What follows belongs to an exercise in optimizing a design on an open flow for a short achievable clock period and few clock cycles; a production flow would make more cautious choices. No functional check of the RTL was part of any run shown here. Power is estimated from default activity; no workload was simulated.

==> flow/design.v, too long to show whole: its modules and the start of the top module <==
// module mul_stage1: 844 lines
// module mul_stage2: 104 lines
// module MIPSProcessor: 207 lines
module MIPSProcessor (
    input    wire               clk, rst,
    output   wire    [31:0]     imem_addr,
    input    wire    [31:0]     imem_rdata,
    output   wire    [31:0]     dmem_addr,
    output   wire    [31:0]     dmem_wdata,
    output   wire               dmem_we,
    input    wire    [31:0]     dmem_rdata
);
  // ...
==> flow/flow/run.sh <==
#!/bin/bash
# The standard layout, with timing repair aiming past the 12 ns clock:
# repair_timing treats any path with less than SETUP_SLACK_MARGIN of slack
# as failing, so it keeps sizing and buffering the longest paths.
set -euo pipefail
bash standard.sh SETUP_SLACK_MARGIN=8.3 finish > standard_flow.log 2>&1
==> flow/standard.sh <==
#!/bin/bash
# synth_recipe.tcl (not shown) runs the flow's synth.tcl, then flattens the netlist and writes it again
# the make line also repeats each setting of config.mk as NAME=value (left out here)
make -C /OpenROAD-flow-scripts/flow DESIGN_CONFIG=/design/flow/config.mk WORK_HOME=/design/flow/orfs CLKGATE_MAP_FILE= SYNTH_SCRIPT=/design/flow/synth_recipe.tcl "${@:-finish}"
==> flow/config.mk <==
export PLATFORM = sky130hd
export DESIGN_NAME = MIPSProcessor
export DESIGN_NICKNAME = MIPSProcessor
export VERILOG_FILES = /design/flow/design.v
export SDC_FILE = /design/flow/constraint.sdc
export NUM_CORES = 8
export LEC_CHECK = 0
export ABC_CLOCK_PERIOD_IN_PS = 3000
export CAP_MARGIN = 20
export CELL_PAD_IN_SITES_DETAIL_PLACEMENT = 0
export CELL_PAD_IN_SITES_GLOBAL_PLACEMENT = 0
export CORE_MARGIN = 2
export CORE_UTILIZATION = 50
export CTS_BUF_LIST = sky130_fd_sc_hd__clkbuf_16
export CTS_CLUSTER_DIAMETER = 100
export CTS_CLUSTER_SIZE = 25
export SETUP_SLACK_MARGIN = 5
export SLEW_MARGIN = 20
==> flow/constraint.sdc <==
create_clock -name core_clock -period 12.0 [get_ports {clk}]
set_input_delay 2.4000 -clock core_clock [delete_from_list [all_inputs] [get_ports {clk}]]
set_output_delay 2.4000 -clock core_clock [all_outputs]
set_load 0.01 [all_outputs]
==> flow_summary.ini, run 1 <==
[power]
ir_drop_mv = 0.106
power_leader = registers
switching_share = 0.275
comb_power_share = 0.156
power.switching_mw = 3.10

[synth]
synth_area_mm2 = 0.0882
synth-simple-area-share = 0.0567
synth_top_area_frac = 0.371
postSynthCellCount = 6618
synthTopCellsByArea = edfxtp_1, mux4_2, dfxtp_1
syn-mean-instance-area_um2 = 13.3
syn-num-nets = 7045
synth_flop_cell = edfxtp_1

[global_routing]
grt_pass1_wl_um = 464000

[cells_and_area]
drive_above_1_share = 0.337
clkCellAreaFrac = 0.0219
multi_input_area_share = 0.439
final_cell_count_no_fill = 9417

[timing]
clock.fmax_mhz = 219
maxSlewHeadroom = 0.227

[setup_path]
crit_start = irD[16]
crit_top_cell = buf_12
worst-setup-path-type = reg2reg
worstSetupEndpoint = pcF[9]

[routing]
wirelength_um = 337000
dr_total_vias = 64200
drt-initial-drc-count = 9608
antenna_left = 0
met1_length_um = 124000

[run_status]
status = timing/DRC/antenna clean

[floorplan]
fp.dieW_um = 424
start_util = 0.502
==> module mul_stage2, before the edit <==
module mul_stage2 (
    input  wire [99:0] rows,
    output wire [31:0] p
);
    wire s2_0 = rows[6] ^ rows[7] ^ rows[8];
    wire s2_1 = (rows[6] & rows[7]) | (rows[6] & rows[8]) | (rows[7] & rows[8]);
    wire s2_2 = rows[11] ^ rows[12] ^ rows[13];
    wire s2_3 = (rows[11] & rows[12]) | (rows[11] & rows[13]) | (rows[12] & rows[13]);
    wire s2_4 = rows[17] ^ rows[18] ^ rows[19];
    wire s2_5 = (rows[17] & rows[18]) | (rows[17] & rows[19]) | (rows[18] & rows[19]);
    wire s2_6 = rows[22] ^ rows[23] ^ rows[24];
    wire s2_7 = (rows[22] & rows[23]) | (rows[22] & rows[24]) | (rows[23] & rows[24]);
    wire s2_8 = rows[25] ^ rows[26] ^ rows[27];
    wire s2_9 = (rows[25] & rows[26]) | (rows[25] & rows[27]) | (rows[26] & rows[27]);
    wire s2_10 = rows[28] ^ rows[29] ^ rows[30];
    wire s2_11 = (rows[28] & rows[29]) | (rows[28] & rows[30]) | (rows[29] & rows[30]);
    wire s2_12 = rows[31] ^ rows[32] ^ rows[33];
    wire s2_13 = (rows[31] & rows[32]) | (rows[31] & rows[33]) | (rows[32] & rows[33]);
    wire s2_14 = rows[34] ^ rows[35] ^ rows[36];
    wire s2_15 = (rows[34] & rows[35]) | (rows[34] & rows[36]) | (rows[35] & rows[36]);
    wire s2_16 = rows[38] ^ rows[39] ^ rows[40];
    wire s2_17 = (rows[38] & rows[39]) | (rows[38] & rows[40]) | (rows[39] & rows[40]);
    wire s2_18 = rows[41] ^ rows[42] ^ rows[43];
    wire s2_19 = (rows[41] & rows[42]) | (rows[41] & rows[43]) | (rows[42] & rows[43]);
    wire s2_20 = rows[45] ^ rows[46] ^ rows[47];
    wire s2_21 = (rows[45] & rows[46]) | (rows[45] & rows[47]) | (rows[46] & rows[47]);
    wire s2_22 = rows[49] ^ rows[50] ^ rows[51];
    wire s2_23 = (rows[49] & rows[50]) | (rows[49] & rows[51]) | (rows[50] & rows[51]);
    wire s2_24 = rows[53] ^ rows[54] ^ rows[55];
    wire s2_25 = (rows[53] & rows[54]) | (rows[53] & rows[55]) | (rows[54] & rows[55]);
    wire s2_26 = rows[57] ^ rows[58] ^ rows[59];
    wire s2_27 = (rows[57] & rows[58]) | (rows[57] & rows[59]) | (rows[58] & rows[59]);
    wire s2_28 = rows[61] ^ rows[62] ^ rows[63];
    wire s2_29 = (rows[61] & rows[62]) | (rows[61] & rows[63]) | (rows[62] & rows[63]);
    wire s2_30 = rows[65] ^ rows[66] ^ rows[67];
    wire s2_31 = (rows[65] & rows[66]) | (rows[65] & rows[67]) | (rows[66] & rows[67]);
    wire s2_32 = rows[68] ^ rows[69];
    wire s2_33 = rows[68] & rows[69];
    wire s2_34 = rows[70] ^ rows[71] ^ rows[72];
    wire s2_35 = (rows[70] & rows[71]) | (rows[70] & rows[72]) | (rows[71] & rows[72]);
    wire s2_36 = rows[74] ^ rows[75] ^ rows[76];
    wire s2_37 = (rows[74] & rows[75]) | (rows[74] & rows[76]) | (rows[75] & rows[76]);
    wire s2_38 = rows[77] ^ rows[78];
    wire s2_39 = rows[77] & rows[78];
    wire s2_40 = rows[79] ^ rows[80] ^ rows[81];
    wire s2_41 = (rows[79] & rows[80]) | (rows[79] & rows[81]) | (rows[80] & rows[81]);
    wire s2_42 = rows[82] ^ rows[83];
    wire s2_43 = rows[82] & rows[83];
    wire s2_44 = rows[84] ^ rows[85] ^ rows[86];
    wire s2_45 = (rows[84] & rows[85]) | (rows[84] & rows[86]) | (rows[85] & rows[86]);
    wire s2_46 = rows[87] ^ rows[88];
    wire s2_47 = rows[87] & rows[88];
    wire s2_48 = rows[89] ^ rows[90] ^ rows[91];
    wire s2_49 = (rows[89] & rows[90]) | (rows[89] & rows[91]) | (rows[90] & rows[91]);
    wire s2_50 = rows[92] ^ rows[93] ^ rows[94];
    wire s2_51 = (rows[92] & rows[93]) | (rows[92] & rows[94]) | (rows[93] & rows[94]);
    wire s2_52 = rows[95] ^ rows[96] ^ rows[97];
    wire s2_53 = rows[98] ^ rows[99];
    wire s2_54 = s2_5 ^ rows[20] ^ rows[21];
    wire s2_55 = (s2_5 & rows[20]) | (s2_5 & rows[21]) | (rows[20] & rows[21]);
    wire s2_56 = s2_13 ^ s2_14 ^ rows[37];
    wire s2_57 = (s2_13 & s2_14) | (s2_13 & rows[37]) | (s2_14 & rows[37]);
    wire s2_58 = s2_17 ^ s2_18 ^ rows[44];
    wire s2_59 = (s2_17 & s2_18) | (s2_17 & rows[44]) | (s2_18 & rows[44]);
    wire s2_60 = s2_19 ^ s2_20 ^ rows[48];
    wire s2_61 = (s2_19 & s2_20) | (s2_19 & rows[48]) | (s2_20 & rows[48]);
    wire s2_62 = s2_21 ^ s2_22 ^ rows[52];
    wire s2_63 = (s2_21 & s2_22) | (s2_21 & rows[52]) | (s2_22 & rows[52]);
    wire s2_64 = s2_23 ^ s2_24 ^ rows[56];
    wire s2_65 = (s2_23 & s2_24) | (s2_23 & rows[56]) | (s2_24 & rows[56]);
    wire s2_66 = s2_25 ^ s2_26 ^ rows[60];
    wire s2_67 = (s2_25 & s2_26) | (s2_25 & rows[60]) | (s2_26 & rows[60]);
    wire s2_68 = s2_27 ^ s2_28 ^ rows[64];
    wire s2_69 = (s2_27 & s2_28) | (s2_27 & rows[64]) | (s2_28 & rows[64]);
    wire s2_70 = s2_29 ^ s2_30 ^ s2_32;
    wire s2_71 = (s2_29 & s2_30) | (s2_29 & s2_32) | (s2_30 & s2_32);
    wire s2_72 = s2_31 ^ s2_33 ^ s2_34;
    wire s2_73 = (s2_31 & s2_33) | (s2_31 & s2_34) | (s2_33 & s2_34);
    wire s2_74 = s2_35 ^ s2_36 ^ s2_38;
    wire s2_75 = (s2_35 & s2_36) | (s2_35 & s2_38) | (s2_36 & s2_38);
    wire s2_76 = s2_37 ^ s2_39 ^ s2_40;
    wire s2_77 = (s2_37 & s2_39) | (s2_37 & s2_40) | (s2_39 & s2_40);
    wire s2_78 = s2_41 ^ s2_43 ^ s2_44;
    wire s2_79 = (s2_41 & s2_43) | (s2_41 & s2_44) | (s2_43 & s2_44);
    wire s2_80 = s2_45 ^ s2_47 ^ s2_48;
    wire s2_81 = (s2_45 & s2_47) | (s2_45 & s2_48) | (s2_47 & s2_48);
    wire s2_82 = s2_49 ^ s2_51 ^ s2_52;
    wire s2_83 = s2_57 ^ s2_15 ^ s2_16;
    wire s2_84 = (s2_57 & s2_15) | (s2_57 & s2_16) | (s2_15 & s2_16);
    wire s2_85 = s2_71 ^ s2_72 ^ rows[73];
    wire s2_86 = (s2_71 & s2_72) | (s2_71 & rows[73]) | (s2_72 & rows[73]);
    wire s2_87 = s2_75 ^ s2_76 ^ s2_42;
    wire s2_88 = (s2_75 & s2_76) | (s2_75 & s2_42) | (s2_76 & s2_42);
    wire s2_89 = s2_77 ^ s2_78 ^ s2_46;
    wire s2_90 = (s2_77 & s2_78) | (s2_77 & s2_46) | (s2_78 & s2_46);
    wire s2_91 = s2_79 ^ s2_80 ^ s2_50;
    wire s2_92 = (s2_79 & s2_80) | (s2_79 & s2_50) | (s2_80 & s2_50);
    wire s2_93 = s2_81 ^ s2_82 ^ s2_53;
    wire s2_94 = s2_86 ^ s2_73 ^ s2_74;
    wire s2_95 = (s2_86 & s2_73) | (s2_86 & s2_74) | (s2_73 & s2_74);
    wire [31:0] x = {s2_92, s2_90, s2_88, s2_95, s2_94, s2_85, s2_69, s2_67, s2_65, s2_63, s2_61, s2_59, s2_84, s2_83, s2_56, s2_11, s2_9, s2_7, s2_55, s2_54, s2_4, rows[15], s2_3, s2_2, rows[10], s2_1, s2_0, rows[5], rows[4], rows[3], rows[2], rows[0]};
    wire [31:0] y = {s2_93, s2_91, s2_89, s2_87, 1'b0, 1'b0, s2_70, s2_68, s2_66, s2_64, s2_62, s2_60, s2_58, 1'b0, 1'b0, s2_12, s2_10, s2_8, s2_6, 1'b0, 1'b0, rows[16], rows[14], 1'b0, 1'b0, rows[9], 1'b0, 1'b0, 1'b0, 1'b0, 1'b0, rows[1]};
    assign p = x + y;
endmodule
==> module MIPSProcessor, before the edit <==
module MIPSProcessor (
    input    wire               clk, rst,
    output   wire    [31:0]     imem_addr,
    input    wire    [31:0]     imem_rdata,
    output   wire    [31:0]     dmem_addr,
    output   wire    [31:0]     dmem_wdata,
    output   wire               dmem_we,
    input    wire    [31:0]     dmem_rdata
);
localparam MULW = 100;
localparam OP_R    = 6'b000000,
           OP_ADDI = 6'b001000,
           OP_LW   = 6'b100011,
           OP_SW   = 6'b101011,
           OP_BEQ  = 6'b000100,
           OP_J    = 6'b000010;
reg  [31:0] pcF;
reg         vD;
reg  [31:0] irD;
reg  [31:0] pc4D;
reg         wenE, ldE, eldE, mulE, swE, brE;
reg  [4:0]  dstE;
reg  [1:0]  aluE;                
reg  [31:0] opAE, opBE, sdE, tgtE;
reg         fAME, fBME, fSME, fSXE;
reg  [31:0] mAE, mBE;
reg         mfAME, mfBME;
reg         wenM, ldM, mulM, weM;
reg  [4:0]  dstM;
reg  [31:0] resM, sdM, addrM;
reg         wenW;
reg  [4:0]  dstW;
reg  [31:0] resW;
reg  [31:0] rf [0:31];
reg  [31:0] rfv;
wire        stallD, redirD, redirE;
wire [31:0] instF = imem_rdata;
wire        jF    = (instF[31:26] == OP_J);
wire [31:0] pc4F  = pcF + 32'd4;
wire [8:0]  btLo  = {1'b0, pc4F[9:2]} + {1'b0, instF[7:0]};
wire        bsF   = (instF[31:26] == OP_BEQ) & (instF[25:21] == instF[20:16]) &
                    (instF[15:8] == 8'd0) & ~btLo[8];
wire [31:0] btF   = {pc4F[31:10], btLo[7:0], pc4F[1:0]};
assign imem_addr = pcF;
wire [31:0] resMnext;
wire [5:0]  opD  = irD[31:26];
wire [5:0]  fnD  = irD[5:0];
wire [4:0]  rsD  = irD[25:21];
wire [4:0]  rtD  = irD[20:16];
wire [4:0]  rdD  = irD[15:11];
wire [31:0] immD = {{16{irD[15]}}, irD[15:0]};
wire isR   = (opD == OP_R);
wire isAdi = (opD == OP_ADDI);
wire isLw  = (opD == OP_LW);
wire isSw  = (opD == OP_SW);
wire isBeq = (opD == OP_BEQ);
wire [4:0] dstD  = isR ? rdD : rtD;
wire       wenD  = vD & (isR | isAdi | isLw) & (dstD != 5'd0);
wire       useRs = vD & (isR | isAdi | isLw | isSw | isBeq) & (rsD != 5'd0);
wire       useRt = vD & (isR | isSw | isBeq) & (rtD != 5'd0);
wire       useImm = isAdi | isLw | isSw;
wire       mulD  = isR & (fnD == 6'b011100);
wire [1:0] aluD  = (isR & (fnD == 6'b100010)) ? 2'd1 :
                   (isR & (fnD == 6'b101010)) ? 2'd2 : 2'd0;
wire [31:0] tgtD = pc4D + {immD[29:0], 2'b00};
wire memE = ldE | swE;
wire eldD = isLw & (rsD == 5'd0) & ~memE;
wire esD  = vD & isSw & (rsD == 5'd0) & ~memE &
            ~(useRt & ((wenE & (rtD == dstE)) | (wenM & (rtD == dstM))));
wire esGo = esD & ~redirE;
wire hazE   = wenE & (ldE | mulE);
wire rsHit  = useRs & (rsD == dstE);
wire rtHit  = useRt & (rtD == dstE);
assign stallD = hazE & (rsHit | (rtHit & ~isSw));
wire aME = useRs & wenE & (rsD == dstE);
wire aWE = useRs & wenM & (rsD == dstM) & ~aME;
wire bME = useRt & wenE & (rtD == dstE);
wire bWE = useRt & wenM & (rtD == dstM) & ~bME;
wire rfOnlyD = ~((useRs & ((wenE & (rsD == dstE)) | (wenM & (rsD == dstM)))) |
                 (useRt & ((wenE & (rtD == dstE)) | (wenM & (rtD == dstM)))));
wire [31:0] rfA = (wenW & (dstW == rsD)) ? resW : (rf[rsD] & {32{rfv[rsD]}});
wire [31:0] rfB = (wenW & (dstW == rtD)) ? resW : (rf[rtD] & {32{rfv[rtD]}});
wire brD    = vD & isBeq & rfOnlyD;
assign redirD = brD & (rfA == rfB) & ~redirE;
wire [31:0] opA = aWE ? resMnext : rfA;
wire [31:0] opB = bWE ? resMnext : rfB;
wire [31:0] A  = fAME ? resM : opAE;
wire [31:0] B  = fBME ? resM : opBE;
wire [31:0] SD = fSME ? resM : sdE;
wire [31:0] MA = mfAME ? resM : mAE;
wire [31:0] MB = mfBME ? resM : mBE;
wire [31:0] sumE  = A + B;
wire [32:0] difE  = {1'b0, A} - {1'b0, B};
wire [31:0] aluOut = eldE          ? dmem_rdata :
                     (aluE == 2'd1) ? difE[31:0] :
                     (aluE == 2'd2) ? {31'd0, difE[32]} : sumE;
assign redirE = brE & (A == SD);
wire [MULW-1:0] mulRowsE;
mul_stage1 U_mul1 (.a(MA), .b(MB), .rows(mulRowsE));
reg  [MULW-1:0] mulRowsM;
wire [31:0] mulP;
mul_stage2 U_mul2 (.rows(mulRowsM), .p(mulP));
assign dmem_addr  = addrM;
assign dmem_wdata = sdM;
assign dmem_we    = weM;
assign resMnext = mulM ? mulP : ldM ? dmem_rdata : resM;
always @(posedge clk) begin
    if (!rst) begin
        pcF <= 32'd0;
    end else if (redirE) begin
        pcF <= tgtE;
    end else if (redirD) begin
        pcF <= tgtD;
    end else if (!stallD) begin
        pcF <= jF  ? {4'b0000, instF[25:0], 2'b00} :
               bsF ? btF : pc4F;
    end
end
always @(posedge clk or negedge rst) begin
    if (!rst) begin
        vD <= 1'b0;
    end else if (redirE | redirD) begin
        vD <= 1'b0;
    end else if (!stallD) begin
        vD <= ~(jF | bsF);
    end
end
always @(posedge clk) begin
    if (!stallD) begin
        irD  <= instF;
        pc4D <= pc4F;
    end
end
wire killE = stallD | redirE | ~vD;
always @(posedge clk or negedge rst) begin
    if (!rst) begin
        wenE <= 1'b0; ldE <= 1'b0; eldE <= 1'b0; mulE <= 1'b0;
        swE <= 1'b0; brE <= 1'b0;
    end else if (killE) begin
        wenE <= 1'b0; ldE <= 1'b0; eldE <= 1'b0; mulE <= 1'b0;
        swE <= 1'b0; brE <= 1'b0;
    end else begin
        wenE <= wenD;
        ldE  <= isLw & ~eldD;
        eldE <= eldD;
        mulE <= mulD & wenD;
        swE  <= isSw & ~esD;
        brE  <= isBeq & ~rfOnlyD;
    end
end
always @(posedge clk) begin
    dstE <= dstD;
    aluE <= aluD;
    opAE <= opA;
    opBE <= useImm ? immD : opB;
    sdE  <= opB;
    tgtE <= tgtD;
    fAME <= aME;
    fBME <= bME & ~useImm;
    fSME <= bME;
    fSXE <= hazE & rtHit & isSw;
end
always @(posedge clk) begin
    mAE   <= opA & {32{mulD}};
    mBE   <= opB & {32{mulD}};
    mfAME <= aME & mulD;
    mfBME <= bME & mulD;
end
always @(posedge clk or negedge rst) begin
    if (!rst) begin
        wenM <= 1'b0; ldM <= 1'b0; mulM <= 1'b0; weM <= 1'b0;
    end else begin
        wenM <= wenE;
        ldM  <= ldE;
        mulM <= mulE;
        weM  <= swE | esGo;
    end
end
always @(posedge clk) begin
    dstM     <= dstE;
    resM     <= aluOut;
    sdM      <= esD ? rfB : fSXE ? resMnext : SD;
    addrM    <= ((vD & eldD) | esD) ? immD : sumE;
    mulRowsM <= mulRowsE;
end
always @(posedge clk or negedge rst) begin
    if (!rst) begin
        wenW <= 1'b0;
    end else begin
        wenW <= wenM;
    end
end
always @(posedge clk) begin
    dstW <= dstM;
    resW <= resMnext;
end
always @(posedge clk) begin
    if (wenW) rf[dstW] <= resW;
end
always @(posedge clk or negedge rst) begin
    if (!rst) begin
        rfv <= 32'd0;
    end else if (wenW) begin
        rfv[dstW] <= 1'b1;
    end
end
endmodule
==> run 2, diff against run 1 <==
--- a/flow/design.v
+++ b/flow/design.v
@@ -847,102 +847,96 @@
     output wire [31:0] p
 );
-    wire s2_0 = rows[6] ^ rows[7] ^ rows[8];
-    wire s2_1 = (rows[6] & rows[7]) | (rows[6] & rows[8]) | (rows[7] & rows[8]);
-    wire s2_2 = rows[11] ^ rows[12] ^ rows[13];
-    wire s2_3 = (rows[11] & rows[12]) | (rows[11] & rows[13]) | (rows[12] & rows[13]);
-    wire s2_4 = rows[17] ^ rows[18] ^ rows[19];
-    wire s2_5 = (rows[17] & rows[18]) | (rows[17] & rows[19]) | (rows[18] & rows[19]);
-    wire s2_6 = rows[22] ^ rows[23] ^ rows[24];
-    wire s2_7 = (rows[22] & rows[23]) | (rows[22] & rows[24]) | (rows[23] & rows[24]);
-    wire s2_8 = rows[25] ^ rows[26] ^ rows[27];
-    wire s2_9 = (rows[25] & rows[26]) | (rows[25] & rows[27]) | (rows[26] & rows[27]);
-    wire s2_10 = rows[28] ^ rows[29] ^ rows[30];
-    wire s2_11 = (rows[28] & rows[29]) | (rows[28] & rows[30]) | (rows[29] & rows[30]);
-    wire s2_12 = rows[31] ^ rows[32] ^ rows[33];
-    wire s2_13 = (rows[31] & rows[32]) | (rows[31] & rows[33]) | (rows[32] & rows[33]);
-    wire s2_14 = rows[34] ^ rows[35] ^ rows[36];
-    wire s2_15 = (rows[34] & rows[35]) | (rows[34] & rows[36]) | (rows[35] & rows[36]);
-    wire s2_16 = rows[38] ^ rows[39] ^ rows[40];
-    wire s2_17 = (rows[38] & rows[39]) | (rows[38] & rows[40]) | (rows[39] & rows[40]);
-    wire s2_18 = rows[41] ^ rows[42] ^ rows[43];
-    wire s2_19 = (rows[41] & rows[42]) | (rows[41] & rows[43]) | (rows[42] & rows[43]);
-    wire s2_20 = rows[45] ^ rows[46] ^ rows[47];
-    wire s2_21 = (rows[45] & rows[46]) | (rows[45] & rows[47]) | (rows[46] & rows[47]);
-    wire s2_22 = rows[49] ^ rows[50] ^ rows[51];
-    wire s2_23 = (rows[49] & rows[50]) | (rows[49] & rows[51]) | (rows[50] & rows[51]);
-    wire s2_24 = rows[53] ^ rows[54] ^ rows[55];
-    wire s2_25 = (rows[53] & rows[54]) | (rows[53] & rows[55]) | (rows[54] & rows[55]);
-    wire s2_26 = rows[57] ^ rows[58] ^ rows[59];
-    wire s2_27 = (rows[57] & rows[58]) | (rows[57] & rows[59]) | (rows[58] & rows[59]);
-    wire s2_28 = rows[61] ^ rows[62] ^ rows[63];
-    wire s2_29 = (rows[61] & rows[62]) | (rows[61] & rows[63]) | (rows[62] & rows[63]);
-    wire s2_30 = rows[65] ^ rows[66] ^ rows[67];
-    wire s2_31 = (rows[65] & rows[66]) | (rows[65] & rows[67]) | (rows[66] & rows[67]);
-    wire s2_32 = rows[68] ^ rows[69];
-    wire s2_33 = rows[68] & rows[69];
-    wire s2_34 = rows[70] ^ rows[71] ^ rows[72];
-    wire s2_35 = (rows[70] & rows[71]) | (rows[70] & rows[72]) | (rows[71] & rows[72]);
-    wire s2_36 = rows[74] ^ rows[75] ^ rows[76];
-    wire s2_37 = (rows[74] & rows[75]) | (rows[74] & rows[76]) | (rows[75] & rows[76]);
-    wire s2_38 = rows[77] ^ rows[78];
-    wire s2_39 = rows[77] & rows[78];
-    wire s2_40 = rows[79] ^ rows[80] ^ rows[81];
-    wire s2_41 = (rows[79] & rows[80]) | (rows[79] & rows[81]) | (rows[80] & rows[81]);
-    wire s2_42 = rows[82] ^ rows[83];
-    wire s2_43 = rows[82] & rows[83];
-    wire s2_44 = rows[84] ^ rows[85] ^ rows[86];
-    wire s2_45 = (rows[84] & rows[85]) | (rows[84] & rows[86]) | (rows[85] & rows[86]);
-    wire s2_46 = rows[87] ^ rows[88];
-    wire s2_47 = rows[87] & rows[88];
-    wire s2_48 = rows[89] ^ rows[90] ^ rows[91];
-    wire s2_49 = (rows[89] & rows[90]) | (rows[89] & rows[91]) | (rows[90] & rows[91]);
-    wire s2_50 = rows[92] ^ rows[93] ^ rows[94];
-    wire s2_51 = (rows[92] & rows[93]) | (rows[92] & rows[94]) | (rows[93] & rows[94]);
-    wire s2_52 = rows[95] ^ rows[96] ^ rows[97];
-    wire s2_53 = rows[98] ^ rows[99];
-    wire s2_54 = s2_5 ^ rows[20] ^ rows[21];
-    wire s2_55 = (s2_5 & rows[20]) | (s2_5 & rows[21]) | (rows[20] & rows[21]);
-    wire s2_56 = s2_13 ^ s2_14 ^ rows[37];
-    wire s2_57 = (s2_13 & s2_14) | (s2_13 & rows[37]) | (s2_14 & rows[37]);
-    wire s2_58 = s2_17 ^ s2_18 ^ rows[44];
-    wire s2_59 = (s2_17 & s2_18) | (s2_17 & rows[44]) | (s2_18 & rows[44]);
-    wire s2_60 = s2_19 ^ s2_20 ^ rows[48];
-    wire s2_61 = (s2_19 & s2_20) | (s2_19 & rows[48]) | (s2_20 & rows[48]);
-    wire s2_62 = s2_21 ^ s2_22 ^ rows[52];
-    wire s2_63 = (s2_21 & s2_22) | (s2_21 & rows[52]) | (s2_22 & rows[52]);
-    wire s2_64 = s2_23 ^ s2_24 ^ rows[56];
-    wire s2_65 = (s2_23 & s2_24) | (s2_23 & rows[56]) | (s2_24 & rows[56]);
-    wire s2_66 = s2_25 ^ s2_26 ^ rows[60];
-    wire s2_67 = (s2_25 & s2_26) | (s2_25 & rows[60]) | (s2_26 & rows[60]);
-    wire s2_68 = s2_27 ^ s2_28 ^ rows[64];
-    wire s2_69 = (s2_27 & s2_28) | (s2_27 & rows[64]) | (s2_28 & rows[64]);
-    wire s2_70 = s2_29 ^ s2_30 ^ s2_32;
-    wire s2_71 = (s2_29 & s2_30) | (s2_29 & s2_32) | (s2_30 & s2_32);
-    wire s2_72 = s2_31 ^ s2_33 ^ s2_34;
-    wire s2_73 = (s2_31 & s2_33) | (s2_31 & s2_34) | (s2_33 & s2_34);
-    wire s2_74 = s2_35 ^ s2_36 ^ s2_38;
-    wire s2_75 = (s2_35 & s2_36) | (s2_35 & s2_38) | (s2_36 & s2_38);
-    wire s2_76 = s2_37 ^ s2_39 ^ s2_40;
-    wire s2_77 = (s2_37 & s2_39) | (s2_37 & s2_40) | (s2_39 & s2_40);
-    wire s2_78 = s2_41 ^ s2_43 ^ s2_44;
-    wire s2_79 = (s2_41 & s2_43) | (s2_41 & s2_44) | (s2_43 & s2_44);
-    wire s2_80 = s2_45 ^ s2_47 ^ s2_48;
-    wire s2_81 = (s2_45 & s2_47) | (s2_45 & s2_48) | (s2_47 & s2_48);
-    wire s2_82 = s2_49 ^ s2_51 ^ s2_52;
-    wire s2_83 = s2_57 ^ s2_15 ^ s2_16;
-    wire s2_84 = (s2_57 & s2_15) | (s2_57 & s2_16) | (s2_15 & s2_16);
-    wire s2_85 = s2_71 ^ s2_72 ^ rows[73];
-    wire s2_86 = (s2_71 & s2_72) | (s2_71 & rows[73]) | (s2_72 & rows[73]);
-    wire s2_87 = s2_75 ^ s2_76 ^ s2_42;
-    wire s2_88 = (s2_75 & s2_76) | (s2_75 & s2_42) | (s2_76 & s2_42);
-    wire s2_89 = s2_77 ^ s2_78 ^ s2_46;
-    wire s2_90 = (s2_77 & s2_78) | (s2_77 & s2_46) | (s2_78 & s2_46);
-    wire s2_91 = s2_79 ^ s2_80 ^ s2_50;
-    wire s2_92 = (s2_79 & s2_80) | (s2_79 & s2_50) | (s2_80 & s2_50);
-    wire s2_93 = s2_81 ^ s2_82 ^ s2_53;
-    wire s2_94 = s2_86 ^ s2_73 ^ s2_74;
-    wire s2_95 = (s2_86 & s2_73) | (s2_86 & s2_74) | (s2_73 & s2_74);
-    wire [31:0] x = {s2_92, s2_90, s2_88, s2_95, s2_94, s2_85, s2_69, s2_67, s2_65, s2_63, s2_61, s2_59, s2_84, s2_83, s2_56, s2_11, s2_9, s2_7, s2_55, s2_54, s2_4, rows[15], s2_3, s2_2, rows[10], s2_1, s2_0, rows[5], rows[4], rows[3], rows[2], rows[0]};
-    wire [31:0] y = {s2_93, s2_91, s2_89, s2_87, 1'b0, 1'b0, s2_70, s2_68, s2_66, s2_64, s2_62, s2_60, s2_58, 1'b0, 1'b0, s2_12, s2_10, s2_8, s2_6, 1'b0, 1'b0, rows[16], rows[14], 1'b0, 1'b0, rows[9], 1'b0, 1'b0, 1'b0, 1'b0, 1'b0, rows[1]};
+    wire s2_0 = rows[65] ^ rows[66];
+    wire s2_1 = rows[65] & rows[66];
+    wire s2_2 = rows[70] ^ rows[71];
+    wire s2_3 = rows[70] & rows[71];
+    wire s2_4 = rows[74] ^ rows[75] ^ rows[76];
+    wire s2_5 = (rows[74] & rows[75]) | (rows[74] & rows[76]) | (rows[75] & rows[76]);
+    wire s2_6 = rows[79] ^ rows[80] ^ rows[81];
+    wire s2_7 = (rows[79] & rows[80]) | (rows[79] & rows[81]) | (rows[80] & rows[81]);
+    wire s2_8 = rows[84] ^ rows[85] ^ rows[86];
+    wire s2_9 = (rows[84] & rows[85]) | (rows[84] & rows[86]) | (rows[85] & rows[86]);
+    wire s2_10 = rows[89] ^ rows[90] ^ rows[91];
+    wire s2_11 = (rows[89] & rows[90]) | (rows[89] & rows[91]) | (rows[90] & rows[91]);
+    wire s2_12 = rows[92] ^ rows[93];
+    wire s2_13 = rows[92] & rows[93];
+    wire s2_14 = rows[95] ^ rows[96] ^ rows[97];
+    wire s2_15 = rows[98] ^ rows[99];
+    wire s2_16 = rows[34] ^ rows[35];
+    wire s2_17 = rows[34] & rows[35];
+    wire s2_18 = rows[38] ^ rows[39];
+    wire s2_19 = rows[38] & rows[39];
+    wire s2_20 = rows[41] ^ rows[42] ^ rows[43];
+    wire s2_21 = (rows[41] & rows[42]) | (rows[41] & rows[43]) | (rows[42] & rows[43]);
+    wire s2_22 = rows[45] ^ rows[46] ^ rows[47];
+    wire s2_23 = (rows[45] & rows[46]) | (rows[45] & rows[47]) | (rows[46] & rows[47]);
+    wire s2_24 = rows[49] ^ rows[50] ^ rows[51];
+    wire s2_25 = (rows[49] & rows[50]) | (rows[49] & rows[51]) | (rows[50] & rows[51]);
+    wire s2_26 = rows[53] ^ rows[54] ^ rows[55];
+    wire s2_27 = (rows[53] & rows[54]) | (rows[53] & rows[55]) | (rows[54] & rows[55]);
+    wire s2_28 = rows[57] ^ rows[58] ^ rows[59];
+    wire s2_29 = (rows[57] & rows[58]) | (rows[57] & rows[59]) | (rows[58] & rows[59]);
+    wire s2_30 = rows[61] ^ rows[62] ^ rows[63];
+    wire s2_31 = (rows[61] & rows[62]) | (rows[61] & rows[63]) | (rows[62] & rows[63]);
+    wire s2_32 = s2_0 ^ rows[67] ^ rows[68];
+    wire s2_33 = (s2_0 & rows[67]) | (s2_0 & rows[68]) | (rows[67] & rows[68]);
+    wire s2_34 = s2_1 ^ s2_2 ^ rows[72];
+    wire s2_35 = (s2_1 & s2_2) | (s2_1 & rows[72]) | (s2_2 & rows[72]);
+    wire s2_36 = s2_3 ^ s2_4 ^ rows[77];
+    wire s2_37 = (s2_3 & s2_4) | (s2_3 & rows[77]) | (s2_4 & rows[77]);
+    wire s2_38 = s2_5 ^ s2_6 ^ rows[82];
+    wire s2_39 = (s2_5 & s2_6) | (s2_5 & rows[82]) | (s2_6 & rows[82]);
+    wire s2_40 = s2_7 ^ s2_8 ^ rows[87];
+    wire s2_41 = (s2_7 & s2_8) | (s2_7 & rows[87]) | (s2_8 & rows[87]);
+    wire s2_42 = s2_9 ^ s2_10 ^ s2_12;
+    wire s2_43 = (s2_9 & s2_10) | (s2_9 & s2_12) | (s2_10 & s2_12);
+    wire s2_44 = s2_11 ^ s2_13 ^ s2_14;
+    wire s2_45 = rows[6] ^ rows[7];
+    wire s2_46 = rows[6] & rows[7];
+    wire s2_47 = rows[11] ^ rows[12];
+    wire s2_48 = rows[11] & rows[12];
+    wire s2_49 = rows[17] ^ rows[18];
+    wire s2_50 = rows[17] & rows[18];
+    wire s2_51 = rows[20] ^ rows[21];
+    wire s2_52 = rows[20] & rows[21];
+    wire s2_53 = rows[22] ^ rows[23] ^ rows[24];
+    wire s2_54 = (rows[22] & rows[23]) | (rows[22] & rows[24]) | (rows[23] & rows[24]);
+    wire s2_55 = rows[25] ^ rows[26] ^ rows[27];
+    wire s2_56 = (rows[25] & rows[26]) | (rows[25] & rows[27]) | (rows[26] & rows[27]);
+    wire s2_57 = rows[28] ^ rows[29] ^ rows[30];
+    wire s2_58 = (rows[28] & rows[29]) | (rows[28] & rows[30]) | (rows[29] & rows[30]);
+    wire s2_59 = rows[31] ^ rows[32] ^ rows[33];
+    wire s2_60 = (rows[31] & rows[32]) | (rows[31] & rows[33]) | (rows[32] & rows[33]);
+    wire s2_61 = s2_16 ^ rows[36] ^ rows[37];
+    wire s2_62 = (s2_16 & rows[36]) | (s2_16 & rows[37]) | (rows[36] & rows[37]);
+    wire s2_63 = s2_17 ^ s2_18 ^ rows[40];
+    wire s2_64 = (s2_17 & s2_18) | (s2_17 & rows[40]) | (s2_18 & rows[40]);
+    wire s2_65 = s2_19 ^ s2_20 ^ rows[44];
+    wire s2_66 = (s2_19 & s2_20) | (s2_19 & rows[44]) | (s2_20 & rows[44]);
+    wire s2_67 = s2_21 ^ s2_22 ^ rows[48];
+    wire s2_68 = (s2_21 & s2_22) | (s2_21 & rows[48]) | (s2_22 & rows[48]);
+    wire s2_69 = s2_23 ^ s2_24 ^ rows[52];
+    wire s2_70 = (s2_23 & s2_24) | (s2_23 & rows[52]) | (s2_24 & rows[52]);
+    wire s2_71 = s2_25 ^ s2_26 ^ rows[56];
+    wire s2_72 = (s2_25 & s2_26) | (s2_25 & rows[56]) | (s2_26 & rows[56]);
+    wire s2_73 = s2_27 ^ s2_28 ^ rows[60];
+    wire s2_74 = (s2_27 & s2_28) | (s2_27 & rows[60]) | (s2_28 & rows[60]);
+    wire s2_75 = s2_29 ^ s2_30 ^ rows[64];
+    wire s2_76 = (s2_29 & s2_30) | (s2_29 & rows[64]) | (s2_30 & rows[64]);
+    wire s2_77 = s2_31 ^ s2_32 ^ rows[69];
+    wire s2_78 = (s2_31 & s2_32) | (s2_31 & rows[69]) | (s2_32 & rows[69]);
+    wire s2_79 = s2_33 ^ s2_34 ^ rows[73];
+    wire s2_80 = (s2_33 & s2_34) | (s2_33 & rows[73]) | (s2_34 & rows[73]);
+    wire s2_81 = s2_35 ^ s2_36 ^ rows[78];
+    wire s2_82 = (s2_35 & s2_36) | (s2_35 & rows[78]) | (s2_36 & rows[78]);
+    wire s2_83 = s2_37 ^ s2_38 ^ rows[83];
+    wire s2_84 = (s2_37 & s2_38) | (s2_37 & rows[83]) | (s2_38 & rows[83]);
+    wire s2_85 = s2_39 ^ s2_40 ^ rows[88];
+    wire s2_86 = (s2_39 & s2_40) | (s2_39 & rows[88]) | (s2_40 & rows[88]);
+    wire s2_87 = s2_41 ^ s2_42 ^ rows[94];
+    wire s2_88 = (s2_41 & s2_42) | (s2_41 & rows[94]) | (s2_42 & rows[94]);
+    wire s2_89 = s2_43 ^ s2_44 ^ s2_15;
+    wire [31:0] x = {s2_88, s2_86, s2_84, s2_82, s2_80, s2_78, s2_76, s2_74, s2_72, s2_70, s2_68, s2_66, s2_64, s2_62, s2_60, s2_58, s2_56, s2_54, s2_52, s2_50, s2_49, rows[15], s2_48, s2_47, rows[10], s2_46, s2_45, rows[5], rows[4], rows[3], rows[2], rows[0]};
+    wire [31:0] y = {s2_89, s2_87, s2_85, s2_83, s2_81, s2_79, s2_77, s2_75, s2_73, s2_71, s2_69, s2_67, s2_65, s2_63, s2_61, s2_59, s2_57, s2_55, s2_53, s2_51, rows[19], rows[16], rows[14], rows[13], 1'b0, rows[9], rows[8], 1'b0, 1'b0, 1'b0, 1'b0, rows[1]};
     assign p = x + y;
 endmodule
@@ -1008,4 +1002,5 @@
 wire       useRt = vD & (isR | isSw | isBeq) & (rtD != 5'd0);
 wire       useImm = isAdi | isLw | isSw;
+wire       beqSame = isBeq & (rsD == rtD);
 wire       mulD  = isR & (fnD == 6'b011100);
 wire [1:0] aluD  = (isR & (fnD == 6'b100010)) ? 2'd1 :
@@ -1014,21 +1009,15 @@
 wire memE = ldE | swE;
 wire eldD = isLw & (rsD == 5'd0) & ~memE;
-wire esD  = vD & isSw & (rsD == 5'd0) & ~memE &
-            ~(useRt & ((wenE & (rtD == dstE)) | (wenM & (rtD == dstM))));
-wire esGo = esD & ~redirE;
 wire hazE   = wenE & (ldE | mulE);
 wire rsHit  = useRs & (rsD == dstE);
 wire rtHit  = useRt & (rtD == dstE);
 assign stallD = hazE & (rsHit | (rtHit & ~isSw));
+assign redirD = vD & beqSame & ~redirE;
 wire aME = useRs & wenE & (rsD == dstE);
 wire aWE = useRs & wenM & (rsD == dstM) & ~aME;
 wire bME = useRt & wenE & (rtD == dstE);
 wire bWE = useRt & wenM & (rtD == dstM) & ~bME;
-wire rfOnlyD = ~((useRs & ((wenE & (rsD == dstE)) | (wenM & (rsD == dstM)))) |
-                 (useRt & ((wenE & (rtD == dstE)) | (wenM & (rtD == dstM)))));
 wire [31:0] rfA = (wenW & (dstW == rsD)) ? resW : (rf[rsD] & {32{rfv[rsD]}});
 wire [31:0] rfB = (wenW & (dstW == rtD)) ? resW : (rf[rtD] & {32{rfv[rtD]}});
-wire brD    = vD & isBeq & rfOnlyD;
-assign redirD = brD & (rfA == rfB) & ~redirE;
 wire [31:0] opA = aWE ? resMnext : rfA;
 wire [31:0] opB = bWE ? resMnext : rfB;
@@ -1093,6 +1082,6 @@
         eldE <= eldD;
         mulE <= mulD & wenD;
-        swE  <= isSw & ~esD;
-        brE  <= isBeq & ~rfOnlyD;
+        swE  <= isSw;
+        brE  <= isBeq & ~beqSame;
     end
 end
@@ -1122,5 +1111,5 @@
         ldM  <= ldE;
         mulM <= mulE;
-        weM  <= swE | esGo;
+        weM  <= swE;
     end
 end
@@ -1128,6 +1117,6 @@
     dstM     <= dstE;
     resM     <= aluOut;
-    sdM      <= esD ? rfB : fSXE ? resMnext : SD;
-    addrM    <= ((vD & eldD) | esD) ? immD : sumE;
+    sdM      <= fSXE ? resMnext : SD;
+    addrM    <= (vD & eldD) ? immD : sumE;
     mulRowsM <= mulRowsE;
 end
--- a/flow/config.mk
+++ b/flow/config.mk
@@ -8,6 +8,6 @@
 export ABC_CLOCK_PERIOD_IN_PS = 3000
 export CAP_MARGIN = 20
-export CELL_PAD_IN_SITES_DETAIL_PLACEMENT = 0
-export CELL_PAD_IN_SITES_GLOBAL_PLACEMENT = 0
+export CELL_PAD_IN_SITES_DETAIL_PLACEMENT = 1
+export CELL_PAD_IN_SITES_GLOBAL_PLACEMENT = 1
 export CORE_MARGIN = 2
 export CORE_UTILIZATION = 50
==> run 2 against run 1 <==
Routed wire length rose by 5.3%. Critical path depth fell by 6. Global-route usage up 1.2 points. Largest power group unchanged. Sequential power increased by 1%. Combinational power down 9%. Via count decreased by 0.42%. First-iteration DRC count down 20%. Clock skew rose by 0.0034 ns. Non-clock buffer count increased by 52. Register-to-register slack better by 0.56 ns. Count of clock-buffer cells in the layout grew 1. Still clean. Fmax up 10%. Largest cell class unchanged. Critical path type is now in2reg.
==> flow_summary.ini, run 2 <==
[timing]
hold_viol = 0
finalCritPeriodShare = 0.346
worst_pin_slew_ns = 1.18
clock.fmax_mhz = 241
maxSlewHeadroom = 0.212
slew_violations = 0
fin_ws_ns = 7.85
setup_tns_ns = 0
worst_clock_skew_ns = 0.0463
rsz0062_at_grt = true
setup_viol_count_final = 0
finalCriticalPeriod_ns = 4.15

[cells_and_area]
nNetsFinal = 7378
drive_above_1_share = 0.361
regMostFlops = rf
design_area_mm2 = 0.106
areaGrowthSynthToFinish_pct = 20.6
reg_top3 = rf: 1024 flops, mulRowsM: 100 flops
layout_common_cells = edfxtp_1, mux4_2, buf_4, dfxtp_1, inv_1
final_common_cell = edfxtp_1
largest_reg_flops = 1024

[setup_path]
critPathCaptureType = flop
worst-setup-path-type = in2reg
arrival_ns = 4.87
worstPathMaxFanout = 7
cp.required_ns = 12.71
crit_start = imem_rdata[19]
rr_startpoint = mulRowsM[43]
worstSetupStartpointType = input port

[floorplan]
num_io_pins = 163
start_util = 0.502
placementRows = 154
fp.dieW_um = 424
core-area_mm2 = 0.176
fp.dieArea_mm2 = 0.180
dieHeight_um = 424

[clock_network]
cts.clk_slew.worst_paths_ns = 0.11
cts_max_path_buffers = 3
cts_sinks = 1617
cts_tree = done
root_buffer = clkbuf_16
clk_latency_ns = 0.80
cts_buffers = 80
cts_hold_buf = 0
cts_max_level = 3

[synth]
synth-simple-area-share = 0.0496
synth_compound_area_frac = 0.0916
synth_fa_ha_area_frac = 0.0692
synth_common_cells = edfxtp_1, mux4_2, dfxtp_1
syn-num-nets = 6942
async_reset_ff_frac = 0.0272
postSynthCellCount = 6510
synth_flop_cell = edfxtp_1
yosysMostFrequentCell = edfxtp_1
yosysTopAreaCell = edfxtp_1
synth_seq_cells = 1617
synth_mux_area_frac = 0.210
synth_top_family_by_area = multiplexers
synth_edf_count = 1088
syn-mean-instance-area_um2 = 13.5
synth_cell_type_count = 88
synth_area_mm2 = 0.0882
ys_warn_count = 1
synthXorXnorAreaFrac = 0.0494
synth_top_area_frac = 0.371
synthTopCellsByArea = edfxtp_1, mux4_2, dfxtp_1
ys_seq_area_frac = 0.493

[min_path]
hold_start = swE
hp-class = reg2reg

[power]
clkPwrFrac = 0.288
comb_power_share = 0.141
p_per_area_mw_per_mm2 = 107
p_leak_nw = 38.4
seq_power_share = 0.572
power.internal_mw = 8.16
switching_share = 0.281
ir_drop_mv = 0.120
power.switching_mw = 3.20

[routing]
wirelength_um = 355000
dr_total_vias = 63900
drt-initial-drc-count = 7678
avgViaCountPerCell = 6.83
antenna_left = 0
dr.pass1.iters = 8
avgRoutedWirePerCell_um = 37.9
drc = 0

[global_routing]
track_usage = 0.376
grt_overflow = 0
grt_pass1_wl_um = 482000
antenna_found_initial = 19
grt_max_degree = 82
grt_pass1_vias = 64000

[place]
dp_hpwl_um = 213000
place_area_mm2 = 0.0931
dp_slack_ns = 6.15
place.gp.congestion = 0.911
io_buffers = 162

[run_status]
status = timing/DRC/antenna clean

[job]
maxCapViolCount = 0
## run 2: per-layer routing
metal	vias up	share of wire	global-route usage
li1	25700	-	-
met2	3510	0.47	0.612
met3	1063	0.090	0.0715
met4	20	0.067	0.177
met5	-	0.00044	0
met1	33600	0.37	0.489
## run 2: cells by family (layout without fill, tap and decap cells)
family,after synthesis,count (layout)
AO/OA/AOI/OAI,1213,1213
XOR/XNOR,497,497
adder cells (fa/ha/maj),366,366
buffers and inverters,861,1360
flip-flops,1617,1617
multiplexers,1006,1008
other,0,3
AND/OR/NAND/NOR,950,952
## run 2: path summary, 6_finish.rpt
check	to	slack, ns	cells past startpoint
max	pcF[6]	7.85	11
min	weM	0.39	0
max reg2reg	mAE[26]	7.99	16
min reg2reg	weM	0.39	0
max in group asynchronous	rfv[1]	9.35	2
min in group asynchronous	weM	1.49	1
## run 2: worst max-delay path, cell delays in order
cell and delay, ns:
clkdlybuf4s50_1 0.53, xnor2_1 0.43, nand4_1 0.22, a311oi_4 0.32, buf_6 0.18, buf_12 0.14, o21ai_1 0.08, a21oi_1 0.19
a22o_1 0.16, nand2_1 0.06, a21oi_1 0.16
## run 2: power groups by stage
stage | registers [mW] | logic, mW | clock network, mW
floorplan | 6.43 | 0.809 | 0
global placement | 6.60 | 1.28 | 0
detailed placement | 6.61 | 1.29 | 0
CTS | 6.47 | 1.46 | 3.29
global route | 6.51 | 1.66 | 3.47
finish | 6.49 | 1.60 | 3.27
## run 2: repair_timing
action | CTS | global route
pin swaps | 148 | 254
gates cloned | 30 | 17
setup buffers | 250 | 202
gates resized for setup | 1178 | 584
setup endpoints to repair | 554 | 292
## run 2: final cells by class
cell class | count | area [um2]
Fill cell | 16300 | 69400
Multi-Input combinational cell | 4036 | 46600
Sequential cell | 1617 | 43700
Timing Repair Buffer | 846 | 9240
Tap cell | 2340 | 2930
Clock buffer | 81 | 2030
Inverter | 365 | 1400
Clock inverter | 68 | 474
Antenna cell | 3 | 7.51
## run 2: per-stage QoR
step                utilization  hold WS [ns]  cells  power [mW]
CTS                       0.579         0.392   9134        11.2
finish                    0.605         0.391   9356        11.4
floorplan                     -         0.349   6510        7.24
detailed placement        0.530         0.365   8705        7.90
global placement          0.530         0.358   8704        7.89
global route              0.605         0.399   9353        11.6
==> run 3, diff against run 2 <==
--- a/flow/design.v
+++ b/flow/design.v
@@ -1042,14 +1042,12 @@
 assign dmem_we    = weM;
 assign resMnext = mulM ? mulP : ldM ? dmem_rdata : resM;
+wire [31:0] pcSlow = redirE ? tgtE : redirD ? tgtD : stallD ? pcF : pc4F;
+wire        useF   = (jF | bsF) & ~redirE & ~redirD & ~stallD;
+wire [31:0] tgtF   = jF ? {4'b0000, instF[25:0], 2'b00} : btF;
 always @(posedge clk) begin
     if (!rst) begin
         pcF <= 32'd0;
-    end else if (redirE) begin
-        pcF <= tgtE;
-    end else if (redirD) begin
-        pcF <= tgtD;
-    end else if (!stallD) begin
-        pcF <= jF  ? {4'b0000, instF[25:0], 2'b00} :
-               bsF ? btF : pc4F;
+    end else begin
+        pcF <= useF ? tgtF : pcSlow;
     end
 end
==> run 3 against run 2 <==
Count of clock-buffer cells in the layout grew 1. Clock power is essentially flat. Clock skew grew 0.033 ns. Setup slack got worse by 0.084 ns. Total power up 0.53%. First-iteration DRC count fell by 4.4%. Critical endpoint is now pcF[17].
==> flow_summary.ini, run 3 <==
[global_routing]
grt_overflow = 0
antenna_found_initial = 14
track_usage = 0.372
grt_max_degree = 68
grt_pass1_wl_um = 478000
grt_pass1_vias = 63500

[clock_network]
cts_tree = done
cts_buffers = 80
clk_latency_ns = 0.79
cts.clk_slew.worst_paths_ns = 0.10
cts_max_path_buffers = 3
cts_max_level = 3
root_buffer = clkbuf_16
cts_sinks = 1617

[routing]
avgRoutedWirePerCell_um = 37.3
drt-initial-drc-count = 7344
dr.pass1.iters = 6
drc = 0
dr_total_vias = 63300
wirelength_um = 347000
antenna_left = 0
avgViaCountPerCell = 6.80

[cells_and_area]
seq_area_mm2 = 0.0437
drive_above_1_share = 0.337
layout_common_cells = edfxtp_1, mux4_2, dfxtp_1, inv_1, buf_4
nNetsFinal = 7329
nFillCells = 16400
largest_reg_flops = 1024
multi_input_area_mm2 = 0.0462
areaGrowthSynthToFinish_pct = 18.2
final_common_cell = edfxtp_1
reg_top3 = rf: 1024 flops, mulRowsM: 100 flops
regMostFlops = rf

[setup_path]
rr_startpoint = mulRowsM[76]
arrival_ns = 4.93
worstPathMaxFanout = 5
crit_top_cell = buf_12
cp.required_ns = 12.69
worst-setup-path-type = in2reg
crit_start = imem_rdata[16]
cpPeakStageDelay_ns = 0.51
crit_path_cell_trace = clkdlybuf4s50_1 -> xnor2_1 -> nand3b_1 -> nor4_4 -> a21boi_4 -> or3_4 -> buf_12 -> nor2_8 -> buf_12 -> buf_12 -> o211ai_1 -> a31oi_1
path_buf_inv = 4
worstSetupStartpointType = input port
worst_path_max_delay_cell = clkdlybuf4s50_1
critPathCaptureType = flop
critPathTopFamily = simple AND/OR/NAND/NOR gates

[synth]
synthTopCellsByArea = edfxtp_1, mux4_2, dfxtp_1
ys_warn_count = 1
synth_flop_cell = edfxtp_1
synth_seq_cells = 1617
ys_seq_area_frac = 0.490
synth_cell_type_count = 97
syn-num-nets = 6982
async_reset_ff_frac = 0.0272
yosysMostFrequentCell = edfxtp_1
synth_edf_count = 1088
syn-mean-instance-area_um2 = 13.6
yosysTopAreaCell = edfxtp_1
synth_area_mm2 = 0.0888
postSynthCellCount = 6550
synth_top_area_frac = 0.368
synth_common_cells = edfxtp_1, mux4_2, dfxtp_1

[timing]
hold_slack_ns = 0.383
setup_tns_ns = 0
finalCriticalPeriod_ns = 4.24
finalCritPeriodShare = 0.353
maxSlewHeadroom = 0.168
hold_viol = 0
clock.fmax_mhz = 236
rsz0062_at_grt = true
slew_violations = 0
worst_clock_skew_ns = 0.0788
setup_viol_count_final = 0
worst_pin_slew_ns = 1.25

[run_status]
status = timing/DRC/antenna clean

[floorplan]
dieHeight_um = 425
placementRows = 154
num_io_pins = 163
fp.dieArea_mm2 = 0.181
core-area_mm2 = 0.176
fp.dieW_um = 425
start_util = 0.504

[min_path]
hold_start = pc4D[0]
hp-class = reg2reg

[place]
place.gp.congestion = 0.910
io_buffers = 162
dp_hpwl_um = 210000

[power]
p_total_mw = 11.4
p_leak_nw = 38.3
p_per_area_mw_per_mm2 = 109
ir_drop_mv = 0.163

[job]
maxCapViolCount = 0
## run 3: final cells by class
| type | instances | share of cell area |
|---|---|---|
| Sequential cell | 1617 | 0.416 |
| Multi-Input combinational cell | 4077 | 0.440 |
| Clock inverter | 67 | 0.00435 |
| Inverter | 368 | 0.0133 |
| Tap cell | 2340 | 0.0279 |
| Timing Repair Buffer | 753 | 0.0786 |
| Clock buffer | 82 | 0.0195 |
| Antenna cell | 4 | 0.0000953 |
## run 3: metal layers
layer | track usage | up-vias | wire [um]
li1 | - | 25700 | -
met1 | 0.481 | 33500 | 131000
met2 | 0.610 | 3304 | 166000
met3 | 0.0671 | 862 | 28700
met4 | 0.172 | 8 | 21500
met5 | 0 | - | 49
## run 3: timing repair
action,4_1_cts,5_1_grt
pin swaps,157,222
setup buffers,206,147
setup endpoints to repair,463,231
hold buffers,0,0
gates cloned,34,16
gates resized for setup,1113,456
## run 3: where the power goes
| group | switching [mW] | leakage, nW | internal, mW |
|---|---|---|---|
| Clock | 1.96 | 1.38 | 1.31 |
| Combinational | 0.947 | 22.1 | 0.758 |
| Sequential | 0.292 | 14.8 | 6.15 |
| Total | 3.20 | 38.3 | 8.22 |
## run 3: path summary, 6_finish.rpt
path / endpoint / depth (start not counted) / slack, ns
worst max-delay path: pcF[17] / 12 / 7.76
worst min-delay path: tgtE[0] / 0 / 0.38
worst max register to register: sdM[31] / 14 / 8.08
worst min register to register: tgtE[0] / 0 / 0.38
max in group asynchronous: rfv[30] / 3 / 9.37
min in group asynchronous: vD / 2 / 1.64
## run 3: metrics by stage
stage	cell area [um2]	instances	util	setup slack [ns]
6_report	105000	9308	0.596	7.76
5_1_grt	105000	9306	0.596	7.70
4_1_cts	102000	9141	0.577	7.90
3_5_place_dp	93700	8752	0.531	6.15
3_3_place_gp	93600	8748	0.531	6.21
2_1_floorplan	89100	6550	-	7.33
## run 3: cells by family after synthesis
kind of cell	Yosys count	synth area share
and+or+nand+nor	977	0.0521
muxes	1007	0.209
AOI/OAI and AO/OA	1210	0.0915
buffers and inverters	862	0.0389
adders and majority gates	366	0.0687
DFF	1617	0.490
xor gates and xnor gates	511	0.0504
==> run 4, diff against run 3 <==
--- a/flow/design.v
+++ b/flow/design.v
@@ -976,5 +976,5 @@
 reg  [31:0] rf [0:31];
 reg  [31:0] rfv;
-wire        stallD, redirD, redirE;
+wire        stallD, redirE;
 wire [31:0] instF = imem_rdata;
 wire        jF    = (instF[31:26] == OP_J);
@@ -1002,5 +1002,4 @@
 wire       useRt = vD & (isR | isSw | isBeq) & (rtD != 5'd0);
 wire       useImm = isAdi | isLw | isSw;
-wire       beqSame = isBeq & (rsD == rtD);
 wire       mulD  = isR & (fnD == 6'b011100);
 wire [1:0] aluD  = (isR & (fnD == 6'b100010)) ? 2'd1 :
@@ -1009,9 +1008,11 @@
 wire memE = ldE | swE;
 wire eldD = isLw & (rsD == 5'd0) & ~memE;
+wire esD  = vD & isSw & (rsD == 5'd0) & ~memE &
+            ~(useRt & ((wenE & (rtD == dstE)) | (wenM & (rtD == dstM))));
+wire esGo = esD & ~redirE;
 wire hazE   = wenE & (ldE | mulE);
 wire rsHit  = useRs & (rsD == dstE);
 wire rtHit  = useRt & (rtD == dstE);
 assign stallD = hazE & (rsHit | (rtHit & ~isSw));
-assign redirD = vD & beqSame & ~redirE;
 wire aME = useRs & wenE & (rsD == dstE);
 wire aWE = useRs & wenM & (rsD == dstM) & ~aME;
@@ -1042,12 +1043,12 @@
 assign dmem_we    = weM;
 assign resMnext = mulM ? mulP : ldM ? dmem_rdata : resM;
-wire [31:0] pcSlow = redirE ? tgtE : redirD ? tgtD : stallD ? pcF : pc4F;
-wire        useF   = (jF | bsF) & ~redirE & ~redirD & ~stallD;
-wire [31:0] tgtF   = jF ? {4'b0000, instF[25:0], 2'b00} : btF;
 always @(posedge clk) begin
     if (!rst) begin
         pcF <= 32'd0;
-    end else begin
-        pcF <= useF ? tgtF : pcSlow;
+    end else if (redirE) begin
+        pcF <= tgtE;
+    end else if (!stallD) begin
+        pcF <= jF  ? {4'b0000, instF[25:0], 2'b00} :
+               bsF ? btF : pc4F;
     end
 end
@@ -1055,5 +1056,5 @@
     if (!rst) begin
         vD <= 1'b0;
-    end else if (redirE | redirD) begin
+    end else if (redirE) begin
         vD <= 1'b0;
     end else if (!stallD) begin
@@ -1080,6 +1081,6 @@
         eldE <= eldD;
         mulE <= mulD & wenD;
-        swE  <= isSw;
-        brE  <= isBeq & ~beqSame;
+        swE  <= isSw & ~esD;
+        brE  <= isBeq;
     end
 end
@@ -1109,5 +1110,5 @@
         ldM  <= ldE;
         mulM <= mulE;
-        weM  <= swE;
+        weM  <= swE | esGo;
     end
 end
@@ -1115,6 +1116,6 @@
     dstM     <= dstE;
     resM     <= aluOut;
-    sdM      <= fSXE ? resMnext : SD;
-    addrM    <= (vD & eldD) ? immD : sumE;
+    sdM      <= esD ? rfB : fSXE ? resMnext : SD;
+    addrM    <= ((vD & eldD) | esD) ? immD : sumE;
     mulRowsM <= mulRowsE;
 end
==> run 4 against run 3 <==
Still clean. Die area increased by 0.66%. Fmax decreased by 1.8%. Combinational power increased by 2%. Final area increased by 0.26%. Total power about the same. Routed wire length increased by 0.96%. Non-clock buffer count increased by 10. Clock power about the same. Utilization decreased by 0.42 points. Count of clock-buffer cells in the layout decreased by 2. Final cell count increased by 2.8%.
==> flow_summary.ini, run 4 <==
[routing]
dr.pass1.iters = 8
avgViaCountPerCell = 6.78
drt-initial-drc-count = 7742
dr_total_vias = 64800
wirelength_um = 350000
top_layer_used = met5
wl_met3_um = 30300
antenna_left = 0
met1_length_um = 131000
drc = 0
wl_met2_um = 164000
avgRoutedWirePerCell_um = 36.6

[clock_network]
cts_hold_buf = 0
cts_max_level = 3
cts_tree = done
cts_max_path_buffers = 3
cts.clk_slew.worst_paths_ns = 0.11
clk_latency_ns = 0.79
cts_buffers = 80
root_buffer = clkbuf_16
cts_sinks = 1617

[timing]
hold_viol = 0
rsz0062_at_grt = true
clock.fmax_mhz = 232
maxSlewHeadroom = 0.250
fin_ws_ns = 7.68
finalCriticalPeriod_ns = 4.32
finalCritPeriodShare = 0.360
slew_violations = 0
worst_pin_slew_ns = 1.12
setup_tns_ns = 0
setup_viol_count_final = 0
worst_clock_skew_ns = 0.0518

[floorplan]
start_util = 0.502
dieHeight_um = 427
fp.dieW_um = 427
fp.dieArea_mm2 = 0.182
num_io_pins = 163
placementRows = 155
core-area_mm2 = 0.178

[setup_path]
worstSetupStartpointType = flop
crit_start = mulRowsM[81]
r2r-end = opBE[30]
critPathTopFamily = adder cells
worstSetupEndpoint = opBE[30]
path_buf_inv = 5
critPathCaptureType = flop
r2r_setup_slack_ns = 7.68
cpPeakStageDelay_ns = 0.73
worstPathMaxFanout = 4
reg2reg_depth = 15
worst_path_max_delay_cell = fa_2
worst-setup-path-type = reg2reg
crit_path_cell_trace = inv_2 -> fa_1 -> fa_1 -> fa_2 -> inv_2 -> ha_4 -> buf_4 -> nand4_1 -> nor3_2 -> or4_4 -> a31oi_4 -> inv_4 -> mux2i_4 -> buf_12 -> o21ai_1
rr_startpoint = mulRowsM[81]
cp.depth = 15
cp.required_ns = 12.65
arrival_ns = 4.96

[synth]
postSynthCellCount = 6810
syn-num-nets = 7242
synth_edf_count = 1088
synth_cell_type_count = 102
ys_seq_area_frac = 0.486
synth_area_mm2 = 0.0894
syn-mean-instance-area_um2 = 13.1
synth_seq_cells = 1617
synth_common_cells = edfxtp_1, mux4_2, dfxtp_1
synth_top_area_frac = 0.365
ys_warn_count = 1
yosysTopAreaCell = edfxtp_1
async_reset_ff_frac = 0.0272
yosysMostFrequentCell = edfxtp_1
synth_flop_cell = edfxtp_1
synthTopCellsByArea = edfxtp_1, mux4_2, dfxtp_1

[cells_and_area]
layout_common_cells = edfxtp_1, mux4_2, inv_1, buf_4, dfxtp_1
regMostFlops = rf
nFillCells = 16800
nNetsFinal = 7579
seq_area_mm2 = 0.0437
areaGrowthSynthToFinish_pct = 17.8
reg_top3 = rf: 1024 flops, mulRowsM: 100 flops
final_common_cell = edfxtp_1
drive_above_1_share = 0.314
multi_input_area_mm2 = 0.0465
largest_reg_flops = 1024

[power]
p_leak_nw = 38.6
ir_drop_mv = 0.125
p_total_mw = 11.4
p_per_area_mw_per_mm2 = 108

[place]
io_buffers = 162
place.gp.congestion = 0.941
dp_hpwl_um = 213000
dp_slack_ns = 6.58

[run_status]
status = timing/DRC/antenna clean

[global_routing]
grt_pass1_vias = 64900
track_usage = 0.372
grt_pass1_wl_um = 483000
antenna_found_initial = 23
grt_overflow = 0
grt_max_degree = 83

[min_path]
hp-class = reg2reg

[job]
maxCapViolCount = 0
## run 4: changes by cell type after synthesis, moves of 36 or more
| cell | delta |
|---|---|
| a21oi_1 | +39 |
| mux2i_1 | +93 |
| a211oi_1 | +36 |
| o21ai_1 | +49 |
| mux2_2 | -44 |
| nand2_1 | +104 |
## run 4: worst min path at each step
stage               depth (start not counted)  endpoint    start
floorplan                                   0   tgtE[0]  pc4D[0]
global placement                            0   tgtE[1]  pc4D[1]
detailed placement                          0   tgtE[0]  pc4D[0]
CTS                                         0   tgtE[0]  pc4D[0]
global route                                0   tgtE[0]  pc4D[0]
finish                                      0   tgtE[0]  pc4D[0]
## run 4: final cells by class
class | instances | share of cell area
Antenna cell | 6 | 0.000143
Timing Repair Buffer | 763 | 0.0775
Sequential cell | 1617 | 0.415
Clock inverter | 59 | 0.00472
Clock buffer | 80 | 0.0190
Multi-Input combinational cell | 4291 | 0.441
Tap cell | 2355 | 0.0280
Inverter | 394 | 0.0143
## run 4: what timing repair did
item,4_1_cts,5_1_grt
pin swaps,124,181
endpoints found under the setup margin,527,254
hold endpoints to repair,0,0
resized for setup,1129,435
cloned,28,16
buffers inserted,219,158
## run 4: metrics by stage
step | cells | hold WS (ns) | util | area (um2)
after floorplan | 6810 | 0.323 | - | 89600
final | 9565 | 0.352 | 0.592 | 105000
after CTS | 9385 | 0.356 | 0.573 | 102000
after global placement | 8998 | 0.326 | 0.529 | 94100
after global routing | 9559 | 0.365 | 0.591 | 105000
after detailed placement | 8999 | 0.336 | 0.529 | 94200
## run 4: cells by family (layout without fill, tap and decap cells)
logic type,Yosys count,in the layout,synth area share
buffers and inverters,913,1296,0.0408
other,0,6,0
adder cells (fa/ha/maj),366,366,0.0683
multiplexers,1026,1027,0.205
flip-flops,1617,1617,0.486
AND/OR/NAND/NOR,1139,1146,0.0586
XOR/XNOR,482,485,0.0472
AO/OA/AOI/OAI,1267,1267,0.0938
## run 4: where the power goes
group / switching (mW) / total [mW] / internal, mW
logic: 1.00 / 1.74 / 0.739
registers: 0.256 / 6.41 / 6.15
clock network: 2.00 / 3.28 / 1.28
## run 4: per-layer routing
| metal | vias up | global-route usage |
|---|---|---|
| met1 | 34100 | 0.480 |
| met3 | 938 | 0.0693 |
| li1 | 26400 | - |
| met5 | - | 0 |
| met2 | 3376 | 0.597 |
| met4 | 22 | 0.198 |

-- what the ideal ports hide --
In the flow no input, the clock included, has a driving cell. The finished layouts below were timed again as built, in two steps.
Step 1, drivers: a clkbuf_16 drives clk and a buf_2 each remaining input, both assumed.
Step 2 also shifts input and output timing later by t, the mid clock arrival at the registers, as if the neighbouring blocks saw the same clock.
Slacks: no drivers / after step 1 / after step 2; pairs: no drivers / after step 1.
run	shift t [ns]	setup WS [ns]	worst setup path at the end
run 1	0.826	7.430 / 7.430 / 6.814	input to register
run 2	0.875	7.846 / 7.925 / 7.050	input to register
run 3	0.840	7.762 / 7.831 / 6.991	input to register
run 4	0.859	7.684 / 7.684 / 7.198	input to register
After both steps setup and hold are still met in every run listed. For run 2, which loses most, drivers alone change the setup slack by +0.079 ns; drivers and shift together by -0.796 ns.
